This design comes from an exercise in tuning for a short achievable clock period and few clock cycles on the open sky130 flow, not from production work.
Only simulation tests tie the RTL to the original design; equivalence was not proved.
No activity file was given, so power comes from the tool's default toggle rates.

==> inputs of run a <==
Design risc16, start of the top module:
module risc16 (
           input clk,
           input rst,
           input extern_halt,
           input [15:0] ir,
           input [15:0] data_in,
           output[15:0] pc_out,
           output[15:0] outRegA,
           output [15:0] addr,
           output [15:0] data_bus,
           output mem_rw
       );
==> module alu, before the edit <==
module alu(
           input [15:0] a,
           input [15:0] b,
           output [15:0] sum,
           output [15:0] nand_out
       );
assign sum = a + b;
assign nand_out = ~(a & b);
endmodule
==> module risc16, before the edit <==
module risc16 (
           input clk,
           input rst,
           input extern_halt,
           input [15:0] ir,
           input [15:0] data_in,
           output[15:0] pc_out,
           output[15:0] outRegA,
           output [15:0] addr,
           output [15:0] data_bus,
           output mem_rw
       );
parameter PROG_START = 16'h000F;
wire halt = extern_halt;
reg [15:0] pc;
assign pc_out = pc;
reg        btb_v   [0:15];
reg [3:0]  btb_tag [0:15];
reg [15:0] btb_tgt [0:15];
wire [3:0] f_idx = pc[3:0];
wire f_hit = btb_v[f_idx] && (btb_tag[f_idx] == pc[7:4]);
wire [15:0] f_pc1 = pc + 16'd1;
wire [15:0] f_pred = f_hit ? btb_tgt[f_idx] : f_pc1;
wire [7:1] d_sel_a, d_sel_b, d_sel_c, d_we;
wire d_use_imm, d_w_sum, d_w_nand, d_w_lui, d_w_ld, d_w_link;
wire d_is_sw, d_is_lw, d_is_beq, d_is_jalr;
ctrl cpu_ctrl(
         .ir(ir),
         .sel_a(d_sel_a),
         .sel_b(d_sel_b),
         .use_imm(d_use_imm),
         .sel_c(d_sel_c),
         .we(d_we),
         .w_sum(d_w_sum),
         .w_nand(d_w_nand),
         .w_lui(d_w_lui),
         .w_ld(d_w_ld),
         .w_link(d_w_link),
         .is_sw(d_is_sw),
         .is_lw(d_is_lw),
         .is_beq(d_is_beq),
         .is_jalr(d_is_jalr)
     );
reg        e_valid;
reg [7:1]  e_sel_a, e_sel_b, e_sel_c, e_we;
reg        e_use_imm, e_w_sum, e_w_nand, e_w_lui, e_w_ld, e_w_link;
reg        e_is_sw, e_is_beq, e_is_jalr;
reg [9:0]  e_imm;
reg [15:0] e_pc1;
reg [3:0]  e_idx;
reg [3:0]  e_tag;
reg [15:0] addr_r, data_r;
reg        rw_r;
reg        buf_v;
reg [15:0] buf_addr, buf_data;
assign addr = addr_r;
assign data_bus = data_r;
assign mem_rw = rw_r;
wire [15:0] rd_a, rd_b, rd_c;
wire [15:0] wdata;
gpr cpu_gpr(
        .clk(clk),
        .rst(rst),
        .we(e_we & {7{~halt}}),
        .wdata(wdata),
        .sel_a(e_sel_a),
        .sel_b(e_sel_b),
        .sel_c(e_sel_c),
        .rd_a(rd_a),
        .rd_b(rd_b),
        .rd_c(rd_c),
        .outrega(outRegA)
    );
wire [15:0] op_b = rd_b | ({16{e_use_imm}} & {9'd0, e_imm[6:0]});
wire [15:0] sum, nand_out;
alu cpu_alu(
        .a(rd_a),
        .b(op_b),
        .sum(sum),
        .nand_out(nand_out)
    );
wire fwd = buf_v && (buf_addr == addr_r);
wire [15:0] ld_data = fwd ? buf_data : data_in;
assign wdata = ({16{e_w_sum}} & sum)
             | ({16{e_w_nand}} & nand_out)
             | ({16{e_w_lui}} & {e_imm, 6'd0})
             | ({16{e_w_ld}} & ld_data)
             | ({16{e_w_link}} & e_pc1);
wire eq = (rd_c == rd_a);
wire [15:0] e_bt = e_pc1 + {9'd0, e_imm[6:0]};
wire taken_beq = e_is_beq & eq;
wire m_seq = (e_pc1 != pc);
wire m_bt = (e_bt != pc);
wire m_rb = (rd_a != pc);
wire mispredict = e_valid & (e_is_jalr ? m_rb : (taken_beq ? m_bt : m_seq));
wire [15:0] e_npc = e_is_jalr ? rd_a : (taken_beq ? e_bt : e_pc1);
wire redirect = e_is_jalr | taken_beq;
wire st_new = e_is_sw;
wire ld_next = d_is_lw;
integer i;
always @(posedge clk)
begin
    if (rst)
    begin
        pc <= PROG_START;
        e_valid <= 1'b0;
        e_we <= 7'd0;
        e_is_sw <= 1'b0;
        e_is_beq <= 1'b0;
        e_is_jalr <= 1'b0;
        rw_r <= 1'b0;
        buf_v <= 1'b0;
        for (i = 0; i < 16; i = i + 1)
            btb_v[i] <= 1'b0;
    end
    else if (!halt)
    begin
        pc <= mispredict ? e_npc : f_pred;
        e_valid <= ~mispredict;
        e_sel_a <= d_sel_a;
        e_sel_b <= d_sel_b;
        e_sel_c <= d_sel_c;
        e_we <= mispredict ? 7'd0 : d_we;
        e_use_imm <= d_use_imm;
        e_w_sum <= d_w_sum;
        e_w_nand <= d_w_nand;
        e_w_lui <= d_w_lui;
        e_w_ld <= d_w_ld;
        e_w_link <= d_w_link;
        e_is_sw <= d_is_sw & ~mispredict;
        e_is_beq <= d_is_beq & ~mispredict;
        e_is_jalr <= d_is_jalr & ~mispredict;
        e_imm <= ir[9:0];
        e_pc1 <= f_pc1;
        e_idx <= pc[3:0];
        e_tag <= pc[7:4];
        if (e_valid)
        begin
            if (redirect)
            begin
                btb_v[e_idx] <= 1'b1;
                btb_tag[e_idx] <= e_tag;
                btb_tgt[e_idx] <= e_npc;
            end
            else if (mispredict)
                btb_v[e_idx] <= 1'b0;
        end
        if (ld_next)
        begin
            addr_r <= {6'd0, ir[9:0]};
            rw_r <= 1'b0;
            if (st_new)
            begin
                buf_v <= 1'b1;
                buf_addr <= sum;
                buf_data <= rd_c;
            end
        end
        else if (buf_v)
        begin
            addr_r <= buf_addr;
            data_r <= buf_data;
            rw_r <= 1'b1;
            buf_v <= st_new;
            buf_addr <= sum;
            buf_data <= rd_c;
        end
        else if (st_new)
        begin
            addr_r <= sum;
            data_r <= rd_c;
            rw_r <= 1'b1;
        end
        else
            rw_r <= 1'b0;
    end
end
endmodule
==> flow/config.mk <==
export PLATFORM = sky130hd
export DESIGN_NAME = risc16
export DESIGN_NICKNAME = risc16
export VERILOG_FILES = /design/flow/design.v
export SDC_FILE = /design/flow/constraint.sdc
export NUM_CORES = 4
export LEC_CHECK = 0
export ABC_CLOCK_PERIOD_IN_PS = 3000
export CAP_MARGIN = 20
export CORE_MARGIN = 2
export CORE_UTILIZATION = 40
export SETUP_SLACK_MARGIN = 5
export SLEW_MARGIN = 20
==> flow/constraint.sdc <==
create_clock -name core_clock -period 10.0 [get_ports {clk}]
set_input_delay 2.0000 -clock core_clock [delete_from_list [all_inputs] [get_ports {clk}]]
set_output_delay 2.0000 -clock core_clock [all_outputs]
set_load 0.01 [all_outputs]
run.sh (not shown) runs the stock make flow with config.mk's settings and CLKGATE_MAP_FILE= SYNTH_SCRIPT=/design/flow/synth_recipe.tcl, a recipe that flattens the netlist after the stock synthesis.
==> run b: changes against run a <==
--- a/flow/design.v
+++ b/flow/design.v
@@ -4,8 +4,62 @@
            output [15:0] sum,
            output [15:0] nand_out
        );
-assign sum = a + b;
+add16 adder(.a(a), .b(b), .sum(sum));
 assign nand_out = ~(a & b);
+endmodule
+module add16(
+           input [15:0] a,
+           input [15:0] b,
+           output [15:0] sum
+       );
+wire [15:0] p0 = a ^ b;
+wire [15:0] g0 = a & b;
+wire [15:0] g1, p1, g2, p2, g3, p3, g4;
+genvar i;
+generate
+    for (i = 0; i < 16; i = i + 1)
+    begin : lvl
+        if (i >= 1)
+        begin : l1
+            assign g1[i] = g0[i] | (p0[i] & g0[i-1]);
+            assign p1[i] = p0[i] & p0[i-1];
+        end
+        else
+        begin : l1n
+            assign g1[i] = g0[i];
+            assign p1[i] = p0[i];
+        end
+        if (i >= 2)
+        begin : l2
+            assign g2[i] = g1[i] | (p1[i] & g1[i-2]);
+            assign p2[i] = p1[i] & p1[i-2];
+        end
+        else
+        begin : l2n
+            assign g2[i] = g1[i];
+            assign p2[i] = p1[i];
+        end
+        if (i >= 4)
+        begin : l3
+            assign g3[i] = g2[i] | (p2[i] & g2[i-4]);
+            assign p3[i] = p2[i] & p2[i-4];
+        end
+        else
+        begin : l3n
+            assign g3[i] = g2[i];
+            assign p3[i] = p2[i];
+        end
+        if (i >= 8)
+        begin : l4
+            assign g4[i] = g3[i] | (p3[i] & g3[i-8]);
+        end
+        else
+        begin : l4n
+            assign g4[i] = g3[i];
+        end
+    end
+endgenerate
+assign sum = p0 ^ {g4[14:0], 1'b0};
 endmodule
 module gpr(
            input clk,
@@ -108,13 +162,7 @@
 wire halt = extern_halt;
 reg [15:0] pc;
 assign pc_out = pc;
-reg        btb_v   [0:15];
-reg [3:0]  btb_tag [0:15];
-reg [15:0] btb_tgt [0:15];
-wire [3:0] f_idx = pc[3:0];
-wire f_hit = btb_v[f_idx] && (btb_tag[f_idx] == pc[7:4]);
 wire [15:0] f_pc1 = pc + 16'd1;
-wire [15:0] f_pred = f_hit ? btb_tgt[f_idx] : f_pc1;
 wire [7:1] d_sel_a, d_sel_b, d_sel_c, d_we;
 wire d_use_imm, d_w_sum, d_w_nand, d_w_lui, d_w_ld, d_w_link;
 wire d_is_sw, d_is_lw, d_is_beq, d_is_jalr;
@@ -135,14 +183,16 @@
          .is_beq(d_is_beq),
          .is_jalr(d_is_jalr)
      );
-reg        e_valid;
-reg [7:1]  e_sel_a, e_sel_b, e_sel_c, e_we;
-reg        e_use_imm, e_w_sum, e_w_nand, e_w_lui, e_w_ld, e_w_link;
-reg        e_is_sw, e_is_beq, e_is_jalr;
+reg [7:1]  e_we;
+reg [2:0]  e_dest;      
+reg        e_wen;       
+reg        e_w_sum, e_w_nand, e_w_lui, e_w_ld, e_w_link;
+reg        e_is_sw;
+reg        e_beq;       
+reg        e_jalr;      
 reg [9:0]  e_imm;
 reg [15:0] e_pc1;
-reg [3:0]  e_idx;
-reg [3:0]  e_tag;
+reg [15:0] op_a, op_b, op_c;    
 reg [15:0] addr_r, data_r;
 reg        rw_r;
 reg        buf_v;
@@ -157,18 +207,24 @@
         .rst(rst),
         .we(e_we & {7{~halt}}),
         .wdata(wdata),
-        .sel_a(e_sel_a),
-        .sel_b(e_sel_b),
-        .sel_c(e_sel_c),
+        .sel_a(d_sel_a),
+        .sel_b(d_sel_b),
+        .sel_c(d_sel_c),
         .rd_a(rd_a),
         .rd_b(rd_b),
         .rd_c(rd_c),
         .outrega(outRegA)
     );
-wire [15:0] op_b = rd_b | ({16{e_use_imm}} & {9'd0, e_imm[6:0]});
+wire fwd_a = e_wen & (ir[9:7] == e_dest);
+wire fwd_b = e_wen & (ir[2:0] == e_dest) & ~ir[15] & ~ir[13];    
+wire fwd_c = e_wen & (ir[12:10] == e_dest);
+wire [15:0] b_reg = rd_b | ({16{d_use_imm}} & {9'd0, ir[6:0]});
+wire [15:0] a_next = fwd_a ? wdata : rd_a;
+wire [15:0] b_next = fwd_b ? wdata : b_reg;
+wire [15:0] c_next = fwd_c ? wdata : rd_c;
 wire [15:0] sum, nand_out;
 alu cpu_alu(
-        .a(rd_a),
+        .a(op_a),
         .b(op_b),
         .sum(sum),
         .nand_out(nand_out)
@@ -180,15 +236,11 @@
              | ({16{e_w_lui}} & {e_imm, 6'd0})
              | ({16{e_w_ld}} & ld_data)
              | ({16{e_w_link}} & e_pc1);
-wire eq = (rd_c == rd_a);
-wire [15:0] e_bt = e_pc1 + {9'd0, e_imm[6:0]};
-wire taken_beq = e_is_beq & eq;
-wire m_seq = (e_pc1 != pc);
-wire m_bt = (e_bt != pc);
-wire m_rb = (rd_a != pc);
-wire mispredict = e_valid & (e_is_jalr ? m_rb : (taken_beq ? m_bt : m_seq));
-wire [15:0] e_npc = e_is_jalr ? rd_a : (taken_beq ? e_bt : e_pc1);
-wire redirect = e_is_jalr | taken_beq;
+wire eq = (op_c == op_a);
+wire [15:0] e_bt;
+add16 bt_adder(.a(e_pc1), .b({9'd0, e_imm[6:0]}), .sum(e_bt));
+wire mispredict = (e_beq & eq) | e_jalr;
+wire [15:0] e_target = e_jalr ? op_a : e_bt;
 wire st_new = e_is_sw;
 wire ld_next = d_is_lw;
 integer i;
@@ -197,48 +249,36 @@
     if (rst)
     begin
         pc <= PROG_START;
-        e_valid <= 1'b0;
         e_we <= 7'd0;
+        e_wen <= 1'b0;
         e_is_sw <= 1'b0;
-        e_is_beq <= 1'b0;
-        e_is_jalr <= 1'b0;
+        e_beq <= 1'b0;
+        e_jalr <= 1'b0;
         rw_r <= 1'b0;
+        addr_r <= 16'd0;
+        data_r <= 16'd0;
         buf_v <= 1'b0;
-        for (i = 0; i < 16; i = i + 1)
-            btb_v[i] <= 1'b0;
     end
     else if (!halt)
     begin
-        pc <= mispredict ? e_npc : f_pred;
-        e_valid <= ~mispredict;
-        e_sel_a <= d_sel_a;
-        e_sel_b <= d_sel_b;
-        e_sel_c <= d_sel_c;
+        pc <= (d_is_jalr & fwd_a & ~mispredict) ? wdata :
+              (mispredict ? e_target : f_pc1);
         e_we <= mispredict ? 7'd0 : d_we;
-        e_use_imm <= d_use_imm;
+        e_dest <= ir[12:10];
+        e_wen <= |d_we & ~mispredict;
         e_w_sum <= d_w_sum;
         e_w_nand <= d_w_nand;
         e_w_lui <= d_w_lui;
         e_w_ld <= d_w_ld;
         e_w_link <= d_w_link;
         e_is_sw <= d_is_sw & ~mispredict;
-        e_is_beq <= d_is_beq & ~mispredict;
-        e_is_jalr <= d_is_jalr & ~mispredict;
+        e_beq <= d_is_beq & (ir[6:0] != 7'd0) & ~mispredict;
+        e_jalr <= d_is_jalr & ~fwd_a & ~mispredict;
         e_imm <= ir[9:0];
         e_pc1 <= f_pc1;
-        e_idx <= pc[3:0];
-        e_tag <= pc[7:4];
-        if (e_valid)
-        begin
-            if (redirect)
-            begin
-                btb_v[e_idx] <= 1'b1;
-                btb_tag[e_idx] <= e_tag;
-                btb_tgt[e_idx] <= e_npc;
-            end
-            else if (mispredict)
-                btb_v[e_idx] <= 1'b0;
-        end
+        op_a <= a_next;
+        op_b <= b_next;
+        op_c <= c_next;
         if (ld_next)
         begin
             addr_r <= {6'd0, ir[9:0]};
@@ -247,7 +287,7 @@
             begin
                 buf_v <= 1'b1;
                 buf_addr <= sum;
-                buf_data <= rd_c;
+                buf_data <= op_c;
             end
         end
         else if (buf_v)
@@ -257,12 +297,12 @@
             rw_r <= 1'b1;
             buf_v <= st_new;
             buf_addr <= sum;
-            buf_data <= rd_c;
+            buf_data <= op_c;
         end
         else if (st_new)
         begin
             addr_r <= sum;
-            data_r <= rd_c;
+            data_r <= op_c;
             rw_r <= 1'b1;
         end
         else
==> flow/flow/run.sh (new file) <==
#!/bin/bash
set -euo pipefail
bash standard.sh SETUP_SLACK_MARGIN=7.5 finish > standard.log 2>&1
==> flow/standard.sh (new file) <==
#!/bin/bash
# synth_recipe.tcl (not shown) runs the flow's synth.tcl, then flattens the netlist and writes it again
# the make line also repeats each setting of config.mk as NAME=value (left out here)
make -C /OpenROAD-flow-scripts/flow DESIGN_CONFIG=/design/flow/config.mk WORK_HOME=/design/flow/orfs CLKGATE_MAP_FILE= SYNTH_SCRIPT=/design/flow/synth_recipe.tcl "${@:-finish}"
ABC_CLOCK_PERIOD_IN_PS = 1500   (was 3000)
TNS_END_PERCENT = 100   (was not set)
removed: flow/run.sh
==> results.txt <==
Outcome: run a complete, no violations; run b complete, no violations
Post-synthesis compound-gate area fraction: run a 12.6%; run b 23.1%
Share of synthesized cell area in full adder, half adder and majority cells: run a 1.24%; run b 2.18%
Seq pwr share: run a 46.8%; run b 39.2%
Area of all placed cells without fillers: run a 0.0328 mm^2; run b 0.0260 mm^2
RSZ-0062 raised after global routing: run a no; run b yes
Die ar.: run a 0.0708 mm^2; run b 0.0407 mm^2
Peak Freq: run a 207 MHz; run b 297 MHz
Clock period minus final worst setup slack: run a 4.83 ns; run b 3.37 ns
Wire length of the first global-routing pass: run a 127 mm; run b 116 mm
Total clock network power: run a 2.57 mW; run b 1.33 mW
Synth-to-Final Area Change: run a 19.4%; run b 66.5%
FF/Latch Area: run a 0.0168 mm^2; run b 0.00704 mm^2
Leading cell type in the layout, fill and taps excluded: run a sky130_fd_sc_hd__edfxtp_1; run b sky130_fd_sc_hd__buf_6
Buffering overhead: run a 6.39%; run b 23.4%
Hold Slack: run a 0.467 ns; run b 0.464 ns
Final cell count without fillers: run a 3,087; run b 2,528
Reg2Reg Launch Point: run a e_sel_b[4]; run b op_b[4]
Most frequently used flop master after synthesis: run a sky130_fd_sc_hd__edfxtp_1; run b sky130_fd_sc_hd__dfxtp_1
Startpoint of the worst setup timing path: run a e_sel_b[4]; run b ir[0]
Met3 layer usage reported by global route: run a 4.30%; run b 12.1%
Sequential logic power: run a 2.84 mW; run b 1.30 mW
Number of violations reported at the end of detailed-routing iteration 0: run a 2,601; run b 2,457
Synthesized netlist net count: run a 2,062; run b 1,669
Final core utilization: run a 48.1%; run b 67.4%
Testbench counts of run a, summed over its fixed seeds: cycles 7,494.
Testbench counts of run b, summed over its fixed seeds: cycles 7,513.

-- port drivers added, routing unchanged --
In the flow no input, the clock included, has a driving cell. The finished layouts below were timed again as built, in two steps.
Step 1 assumes that a clkbuf_16 drives the clock port and a buf_2 every other input.
Step 2 moves the port delays by t, midway between the first and last clock arrival at a register: inputs arrive t later, outputs are due t later. That takes back most of the time a late clock gives input paths.
a / b / c = ideal / step 1 / step 2; a / b = the first two.
run | t, ns | slack for setup (ns) | worst setup path after step 2 | clock arrival spread, ns
run a | 0.669 | 5.173 / 5.173 / 4.555 | input to register | 0.031 / 0.031
run b | 0.625 | 6.630 / 6.634 / 6.009 | input to register | 0.044 / 0.044
After both steps setup and hold are still met in every run listed. The setup slack of run b, which loses most, moves by +0.004 ns with the drivers and by -0.621 ns with both steps.
